From an optimization exercise on the open Yosys and OpenROAD flow, aimed at small area; shortcuts taken in it are not production practice. Function was checked by simulation only, so behaviour that the tests miss may differ from the original. The flow treats the clock pin as an ideal source, which a real chip does not have. Power and IR drop assume default switching activity.

rev 12:
Design TOP_UPdown, start of the top module:
module TOP_UPdown(
    input i_clk,
    input i_reset,
    input [2:0] i_button,
    output o_LED_UP_down
    );
Settings: LEC_CHECK=0, CAP_MARGIN=20, CORE_MARGIN=2, CORE_UTILIZATION=40, CTS_BUF_LIST=sky130_fd_sc_hd__clkbuf_8, CTS_CLUSTER_DIAMETER=500, CTS_CLUSTER_SIZE=100, SLEW_MARGIN=20; clock period 10.0 ns.
run.sh (not shown) runs the stock make flow with config.mk's settings and CLKGATE_MAP_FILE= SYNTH_SCRIPT=/design/flow/synth_recipe.tcl, a recipe that flattens the netlist after the stock synthesis.
Rev 12: full flow OK, the timing, DRC and antenna checks passed
> inputs changed (rev 12 -> rev 13)
diff --git a/flow/config.mk b/flow/config.mk
--- a/flow/config.mk
+++ b/flow/config.mk
@@ -11,3 +10,0 @@
-export CTS_BUF_LIST = sky130_fd_sc_hd__clkbuf_8
-export CTS_CLUSTER_DIAMETER = 500
-export CTS_CLUSTER_SIZE = 100
### Flow results
Rev 12 → rev 13: via count normalized by instance count now sits at about the same level; minimum setup slack in the final design did not really move; compound-gate portion of the synthesized area has remained practically unchanged; vertical extent of the die comparable; switching part of the total power was more or less identical. Leakage power total improves in rev 13 relative to rev 12. Compared with rev 12, in rev 13 number of enable flip-flop cells after synthesis held steady, wire length per cell after detailed routing held steady, total power density per cell area grew by about 0.44%. Diff rev 13..rev 12 | utilization | unchanged.

========
## run F
TOP_UPdown again, from the RTL that the note above started with.
==> flow/design.v (excerpt) <==
module TOP_UPdown(
    input i_clk,
    input i_reset,
    input [2:0] i_button,
    output o_LED_UP_down
    );
Settings: LEC_CHECK=0, CAP_MARGIN=20, CORE_MARGIN=2, CORE_UTILIZATION=40, CTS_BUF_LIST=sky130_fd_sc_hd__clkbuf_4 sky130_fd_sc_hd__clkbuf_8, SLEW_MARGIN=20; clock period 10.0 ns.
What run Y does differently from run F at the input level:
Settings: clearing CTS_BUF_LIST, which used to be sky130_fd_sc_hd__clkbuf_4 sky130_fd_sc_hd__clkbuf_8.
==> flow/flow/run.sh (new file) <==
#!/bin/bash
set -euo pipefail
W=$(pwd)
export REMOVE_ABC_BUFFERS=1
export POST_FLOORPLAN_TCL="$W/flow/downsize.tcl"
export BUFFER_PORTS_ARGS="-buffer_cell sky130_fd_sc_hd__buf_1"
export CTS_ARGS="-sink_clustering_enable -repair_clock_nets -dont_use_dummy_load -buf_list sky130_fd_sc_hd__clkbuf_4"
export POST_CTS_TCL="$W/flow/clocktree.tcl"
bash standard.sh > "$W/flow_make.log" 2>&1
==> flow/flow/clocktree.tcl (new file) <==
estimate_parasitics -placement
set n 0
foreach inst [[ord::get_db_block] getInsts] {
  if { [[$inst getMaster] getName] ne "sky130_fd_sc_hd__clkbuf_4" } {
    continue
  }
  set worst 0
  foreach it [[[$inst findITerm X] getNet] getITerms] {
    if { [$it isOutputSignal] || [[$it getMTerm] getName] ne "CLK" } {
      continue
    }
    set pin [get_pins [[$it getInst] getName]/[[$it getMTerm] getName]]
    set slew [get_property $pin slew_max]
    if { $slew > $worst } {
      set worst $slew
    }
  }
  if { $worst > 0.115 } {
    puts "clock buffer [$inst getName]: sink slew $worst, using clkbuf_8"
    replace_cell [$inst getName] sky130_fd_sc_hd__clkbuf_8
    incr n
  }
}
puts "upsized $n clock buffers"
if { $n > 0 } {
  detailed_placement
  check_placement -verbose
  estimate_parasitics -placement
}
==> flow/flow/downsize.tcl (new file) <==
# Put every combinational cell back to its smallest drive strength
# (flip-flops, clock cells, ties and physical cells are left as they are).
set db [ord::get_db]
set n 0
foreach inst [[ord::get_db_block] getInsts] {
  set master [[$inst getMaster] getName]
  if { ![regexp {^sky130_fd_sc_hd__([a-z0-9]+)_([0-9]+)$} $master -> base size] } {
    continue
  }
  if { $size <= 1 || [regexp {^(s?e?df|dl|clk|tap|fill|decap|conb|diode|lpflow|probe)} $base] } {
    continue
  }
  foreach s {1 0} {
    set cand "sky130_fd_sc_hd__${base}_$s"
    if { $cand ne $master && [$db findMaster $cand] ne "NULL" } {
      puts "downsize [$inst getName] $master -> $cand"
      replace_cell [$inst getName] $cand
      incr n
      break
    }
  }
}
puts "downsized $n cells"
==> flow/standard.sh (new file) <==
#!/bin/bash
# synth_recipe.tcl (not shown) runs the flow's synth.tcl, then flattens the netlist and writes it again
# the make line also repeats each setting of config.mk as NAME=value (left out here)
make -C /OpenROAD-flow-scripts/flow DESIGN_CONFIG=/design/flow/config.mk WORK_HOME=/design/flow/orfs CLKGATE_MAP_FILE= SYNTH_SCRIPT=/design/flow/synth_recipe.tcl "${@:-finish}"
removed: flow/run.sh
### Flow results
- Diff run F -> run Y: ratio of cells with drive above 1 in the final layout shrank by 7.2 points, met1 wire length grew by 21 µm.
- When run Y is set beside run F, its share of power burned in registers turns out to be 8.8 points larger.
- Between run F and run Y, the cell count went down.
- Looking at fraction of area in registers, run Y sits 4.3 points above run F.
- Run Y ended with every stage complete and zero timing, DRC or antenna violations.
- Comparing run F and run Y, maximum achievable frequency is higher on run Y.
- On hold slack, run F and run Y are basically level.

-- what the ideal ports hide --
Ports are ideal in the flow. The routed layouts listed here were re-timed in OpenROAD.
Step 1 (the two cells are an assumption about what drives the block):
set clk [get_ports {i_clk}]
set_driving_cell -lib_cell sky130_fd_sc_hd__clkbuf_16 $clk
set_driving_cell -lib_cell sky130_fd_sc_hd__buf_2 [delete_from_list [all_inputs] $clk]
Step 2 moves the port delays by t, midway between the first and last clock arrival at a register: inputs arrive t later, outputs are due t later. That takes back most of the time a late clock gives input paths.
a / b / c = ideal / step 1 / step 2; a / b = the first two.
run	t (ns)	setup slack, ns	clock arrival spread, ns
rev 12	0.371	6.146 / 6.116 / 6.270	0.010 / 0.010
rev 13	0.371	6.146 / 6.116 / 6.269	0.010 / 0.010
run F	0.370	6.166 / 6.137 / 6.269	0.013 / 0.012
run Y	0.426	6.482 / 6.455 / 6.664	0.032 / 0.032
After both steps setup and hold are still met in every run listed.
